Context: an optimization exercise on an open-source flow, tuned for small area, a short achievable clock period and few clock cycles per item. The choices shown serve that exercise and are no tape-out recipe.
Only simulation tests tie the RTL to the original design; equivalence was not proved.
Power figures rest on the tool's default switching activity, not on a simulated workload.

Design alu_design, start of the top module:
module alu_design(clock,reset,A,B,start_op,op_sel,result,end_op);
	localparam IN_WIDTH = 16;
	localparam OUT_WIDTH = 32;
	localparam OP_WIDTH = 3;
	input logic clock,reset;
	input logic [IN_WIDTH - 1 : 0] A;
	input logic [IN_WIDTH - 1 : 0] B;
	input logic start_op;
	input [OP_WIDTH - 1 : 0] op_sel;
	output logic [OUT_WIDTH - 1 : 0] result;
	output logic end_op;
	logic [2:0] cnt;           
	wire is_mul = op_sel[2] & ~op_sel[0];
	wire is_sub = ~op_sel[2] & op_sel[1] & ~op_sel[0];
	wire [15:0] src = (cnt == 3'd0) ? B : result[15:0];
	wire [1:0] dig = src[1:0];
	wire [15:0] hi = (cnt == 3'd0) ? 16'd0 : result[31:16];
	wire [15:0] x  = hi;
	wire [15:0] y  = A & {16{~op_sel[2] | dig[0]}};
	wire [16:0] z  = op_sel[2] ? {A & {16{dig[1]}}, 1'b0} : {1'b0, B ^ {16{op_sel[1] & ~op_sel[0]}}};
	wire [16:0] s  = {1'b0, x ^ y} ^ z;
	wire [16:0] c  = ({1'b0, x & y}) | ({1'b0, x ^ y} & z);
	wire [17:0] sum = 18'(s) + 18'({c, is_sub});
	logic [31:0] res_d;
	always_comb begin
		if (op_sel[2])
			res_d = op_sel[0] ? {16'd0, A & B} : {sum, src[15:2]};
		else if (op_sel[1] & op_sel[0])
			res_d = {16'd0, s[15:0]};
		else if (op_sel[1])
			res_d = {{16{~sum[16]}}, sum[15:0]};
		else if (op_sel[0])
			res_d = {15'd0, sum[16:0]};
		else
			res_d = 32'd0;
	end
	always_ff @(posedge clock)
		result <= res_d;
	always_ff @(posedge clock or posedge reset)
	begin
		if (reset) begin
			end_op <= 1'b0;
			cnt    <= 3'd0;
		end
		else if (start_op) begin
			end_op <= ~is_mul | (cnt == 3'd7);
			cnt    <= (is_mul && cnt != 3'd7) ? cnt + 3'd1 : 3'd0;
		end
  ...
For scale: about 420 cells after synthesis, about 36 flip-flops, ~71 I/O pins, about 3400 um^2 of cells after synthesis.
==> flow/config.mk <==
export PLATFORM = sky130hd
export DESIGN_NAME = alu_design
export DESIGN_NICKNAME = alu_design
export VERILOG_FILES = /design/flow/design.v
export SDC_FILE = /design/flow/constraint.sdc
export NUM_CORES = 4
export LEC_CHECK = 0
export CAP_MARGIN = 20
export CORE_MARGIN = 2
export CORE_UTILIZATION = 40
export SETUP_SLACK_MARGIN = 3.75
export SLEW_MARGIN = 20
==> flow/constraint.sdc <==
create_clock -name core_clock -period 8.5 [get_ports {clock}]
set_input_delay 1.7000 -clock core_clock [delete_from_list [all_inputs] [get_ports {clock}]]
set_output_delay 1.7000 -clock core_clock [all_outputs]
set_load 0.01 [all_outputs]
standard.sh (not shown) runs the stock make flow with config.mk's settings and CLKGATE_MAP_FILE= SYNTH_SCRIPT=/design/flow/synth_recipe.tcl, a recipe that flattens the netlist after the stock synthesis.
==> flow/flow/run.sh <==
#!/bin/bash
# The standard layout, with the port buffers made from the smallest
# buffer cell instead of the flow's default choice.
set -euo pipefail
bash standard.sh BUFFER_PORTS_ARGS="-buffer_cell sky130_fd_sc_hd__buf_1" finish > standard_flow.log 2>&1
The baseline completed with no timing, DRC or antenna violations.
Testbench counts at the start, summed over its fixed seeds: cycles 52,084, items 24,000.
Change:
==> flow/flow/run.sh (replaced) <==
#!/bin/bash
# The standard layout, with the port buffers made from the smallest
# buffer cell, and the buffers from synthesis removed before placement so
# the resizer buffers the design afresh.
set -euo pipefail
bash standard.sh BUFFER_PORTS_ARGS="-buffer_cell sky130_fd_sc_hd__buf_1" REMOVE_ABC_BUFFERS=1 finish > standard_flow.log 2>&1
- SETUP_SLACK_MARGIN: 3.75 -> 4
Outcome: Total power increases by 10%. Clock power came out higher by about 6%. Global-route usage went up by 2.2 points. Fmax came out higher by 1.2%.
Change:
==> flow/flow/run.sh (replaced) <==
#!/bin/bash
# The standard layout, with the port buffers made from the smallest
# buffer cell instead of the flow's default choice.
set -euo pipefail
bash standard.sh BUFFER_PORTS_ARGS="-buffer_cell sky130_fd_sc_hd__buf_1" finish > standard_flow.log 2>&1
- PLACE_DENSITY: unset -> 0.8
- SETUP_SLACK_MARGIN: 4 -> 3.5
What happened:
- cell count falls by about 5.3%
- die area does not change
- combinational power is lower by 21%
- critical path depth shrinks by 2
- power fell by about 9%
- register-to-register slack degrades by 0.29 ns
- wire length decreases by about 12%
- fmax fell by about 6%
Change:
- PLACE_DENSITY: 0.8 -> unset
- SETUP_SLACK_MARGIN: 3.5 -> 3
What happened:
- cell count is lower by 0.85%
- count of clock-buffer cells in the layout does not change
- power came out lower by 5.6%
- wire length drops by 3.0%
- setup slack degrades by 0.39 ns
- die area is unchanged
- worst hold slack gets better by 0.011 ns
- area after synthesis does not change
- sequential cell count stays the same
- clock power is lower by 14%


== v36 ==
alu_design, a different RTL version from the one above (not shown whole).
Size: ~36 flip-flops, about 71 I/O pins, about 3400 um^2 of cells after synthesis.
clock: 8.5 ns
lec_check: 0
abc_clock_period_in_ps: 4500
cap_margin: 20
core_margin: 2
core_utilization: 40
setup_slack_margin: 4
slew_margin: 20
run.sh (not shown) runs the stock make flow with config.mk's settings and CLKGATE_MAP_FILE= SYNTH_SCRIPT=/design/flow/synth_recipe.tcl, a recipe that flattens the netlist after the stock synthesis.
Stock flow here: none of the scripts above is used.
Testbench counts of v36, summed over its fixed seeds: cycles 52,084, items 24,000.
diff inputs: v36 => v59
diff --git a/flow/config.mk b/flow/config.mk
--- a/flow/config.mk
+++ b/flow/config.mk
@@ -6,8 +6,8 @@
 export NUM_CORES = 4
 export LEC_CHECK = 0
-export ABC_CLOCK_PERIOD_IN_PS = 4500
+export ABC_CLOCK_PERIOD_IN_PS = 3500
 export CAP_MARGIN = 20
 export CORE_MARGIN = 2
 export CORE_UTILIZATION = 40
-export SETUP_SLACK_MARGIN = 4
+export SETUP_SLACK_MARGIN = 3
 export SLEW_MARGIN = 20
## What came out
On v59: proportion of layout cells with a drive suffix above 1 is 15 points lower than what v36 gave.
The via count of the first global-routing pass in v59 is 0.906 times that in v36.
Cmp v59 vs v36: met3 global-route usage higher in v59
Looking only at critical-path maximum fanout, and setting everything else aside, the higher value of v36 and v59 goes to v59.
v59 improves on v36 in total number of vias.
Against v36 as the reference, v59 delivers a lower post-CTS repair timing setup buffer count.
Multi-input combinational area share (v59 over v36): increase, 1.6 points
v59 against v36: worst path setup slack after routing went down by 0.59 ns, proportion of cell area occupied by registers increased 2.4 points.
Changes in v26 relative to v59:
diff --git a/flow/config.mk b/flow/config.mk
--- a/flow/config.mk
+++ b/flow/config.mk
@@ -6,5 +6,5 @@
 export NUM_CORES = 4
 export LEC_CHECK = 0
-export ABC_CLOCK_PERIOD_IN_PS = 3500
+export ABC_AREA = 1
 export CAP_MARGIN = 20
 export CORE_MARGIN = 2
==> notes.md <==
Overall via count from detail_route, v26 and v59: smaller value in v59. v26 reports a higher combinational share of power than v59 does. v26 against v59; switching power summed over all nets is up by more than 10%. v26 against v59; global placer's final weighted congestion is up by a little under 10%. Looking at final total power across both flows, v26 is the weaker of the two, with v59 ahead. For v26, the commonest non-fill, non-tap cell in the layout was sky130_fd_sc_hd__nand2_1, unlike v59, where it was sky130_fd_sc_hd__clkdlybuf4s50_1. Per the comparison of v26 with v59, smallest setup slack after layout +0.041 ns, clock skew after layout ~0 delta, area growth from synthesis to final layout -0.30 points.
Here is what was changed in the inputs of v8 compared with v26.
diff --git a/flow/config.mk b/flow/config.mk
--- a/flow/config.mk
+++ b/flow/config.mk
@@ -6,8 +6,8 @@
 export NUM_CORES = 4
 export LEC_CHECK = 0
-export ABC_AREA = 1
+export ABC_CLOCK_PERIOD_IN_PS = 3500
 export CAP_MARGIN = 20
 export CORE_MARGIN = 2
 export CORE_UTILIZATION = 40
-export SETUP_SLACK_MARGIN = 3
+export SETUP_SLACK_MARGIN = 5
 export SLEW_MARGIN = 20
[summary]
In v8 the global-route usage turned out 0.85 points higher than in v26. The final period utilization number comes out lower for v8 vs v26. When v8 is measured against v26, its worst endpoint required time turns out 0.04 ns higher. Relative to v26, multi-input combinational cell count has decreased by 95 in v8. Against v26, v8 comes in 5.3 points higher on non-clock buffer contribution to total cell area. Sequential share of cell area in v8 is 2.4 points lower than in v26. v8 vs v26: final non-filler cell total down by more than 10%. On share of final-layout standard cells stronger than drive strength 1, the lower figure sits with v26, not v8. Compare v26 and v8 | total length of routed wires higher: v26. The final reports for v8 and v26 show worst slack on hold paths higher in the former.
Input-level comparison between v32 and v8:
==> flow/flow/run.sh (new file) <==
#!/bin/bash
# The standard layout, with the port buffers made from the smallest
# buffer cell instead of the flow's default choice.
set -euo pipefail
bash standard.sh BUFFER_PORTS_ARGS="-buffer_cell sky130_fd_sc_hd__buf_1" finish > standard_flow.log 2>&1
==> flow/standard.sh (new file) <==
#!/bin/bash
# synth_recipe.tcl (not shown) runs the flow's synth.tcl, then flattens the netlist and writes it again
# the make line also repeats each setting of config.mk as NAME=value (left out here)
make -C /OpenROAD-flow-scripts/flow DESIGN_CONFIG=/design/flow/config.mk WORK_HOME=/design/flow/orfs CLKGATE_MAP_FILE= SYNTH_SCRIPT=/design/flow/synth_recipe.tcl "${@:-finish}"
diff --git a/flow/config.mk b/flow/config.mk
--- a/flow/config.mk
+++ b/flow/config.mk
@@ -6,8 +6,7 @@
 export NUM_CORES = 4
 export LEC_CHECK = 0
-export ABC_CLOCK_PERIOD_IN_PS = 3500
 export CAP_MARGIN = 20
 export CORE_MARGIN = 2
 export CORE_UTILIZATION = 40
-export SETUP_SLACK_MARGIN = 5
+export SETUP_SLACK_MARGIN = 3.5
 export SLEW_MARGIN = 20
removed: flow/run.sh
Findings:
For v32, the worst setup path startpoint was op_sel[1], unlike v8, where it was op_sel[0].
Average wire length per cell after detail routing (v32 over v8): decrease, about 10%
Relative to v8, share of power burned in the clock network has gone up in v32.
v8 has a lower worst path arrival time than v32.
Total non-filler cell area in the finished layout in v32 vs v8: down about 24%
v8 ended up with result[31]$_DFF_P_ as its worst setup path endpoint; v32 ended up with result[26]$_DFF_P_.
Global-route usage for v32: 3.1 points down relative to v8
Min core utilization across v8 and v32: v32
For v55, these inputs were changed with respect to v32:
==> flow/run.sh (new file) <==
#!/bin/bash
# synth_recipe.tcl (not shown) runs the flow's synth.tcl, then flattens the netlist and writes it again
# the make line also repeats each setting of config.mk as NAME=value (left out here)
make -C /OpenROAD-flow-scripts/flow DESIGN_CONFIG=/design/flow/config.mk WORK_HOME=/design/flow/orfs CLKGATE_MAP_FILE= SYNTH_SCRIPT=/design/flow/synth_recipe.tcl finish
removed: flow/flow/run.sh
removed: flow/standard.sh
Results
Wire: v55 routes more than v32. Fmax was lower in v55 than in v32. The higher worst hold margin of v55 and v32 is in v55. Re relative contribution of combinational cells to total power: v55 and v32 aren't equal, and the higher value belongs to v55. Changes observed in v55 relative to v32: overall routing resource usage higher, final clock period utilization by the worst path higher. Final total power ends up lower on v32. Core util | v55 vs v32 | v55 higher. Fraction of power consumed by the clock network: lower on v32.

[port drivers added, routing unchanged]
The flow's constraints put no driver on any port. The routed layouts listed below were extracted and timed again, unchanged, in two steps. Step 1 assumes that a clkbuf_16 drives the clock port and a buf_2 every other input. Step 2 times the ports against the registers' clock, not the clock port: input delays grow and output delays shrink by t, the midpoint of the rising clock arrivals with the driver on. a / b / c = ideal / step 1 / step 2; a / b = the first two.
| run | shift t [ns] | setup WS [ns] | latest minus earliest clock arrival (ns) |
|---|---|---|---|
| the first run of note 1 | 0.324 | 3.863 / 3.867 / 3.543 | 0.007 / 0.006 |
| the second run of note 1 | 0.329 | 3.920 / 3.931 / 3.603 | 0.009 / 0.009 |
| the third run of note 1 | 0.324 | 3.629 / 3.633 / 3.309 | 0.014 / 0.014 |
| the fourth run of note 1 | 0.324 | 3.239 / 3.242 / 2.918 | 0.002 / 0.002 |
| v36 | 0.317 | 3.773 / 3.711 / 3.394 | 0.005 / 0.005 |
| v59 | 0.320 | 3.181 / 3.188 / 2.868 | 0.008 / 0.008 |
| v26 | 0.322 | 3.222 / 3.230 / 2.909 | 0.005 / 0.005 |
| v8 | 0.322 | 3.782 / 3.686 / 3.364 | 0.010 / 0.010 |
| v32 | 0.322 | 3.596 / 3.605 / 3.283 | 0.004 / 0.004 |
| v55 | 0.324 | 3.567 / 3.572 / 3.248 | 0.006 / 0.005 |
After both steps every run listed still meets setup and hold. For v8, which loses most, drivers alone change the setup slack by -0.096 ns; drivers and shift together by -0.418 ns.
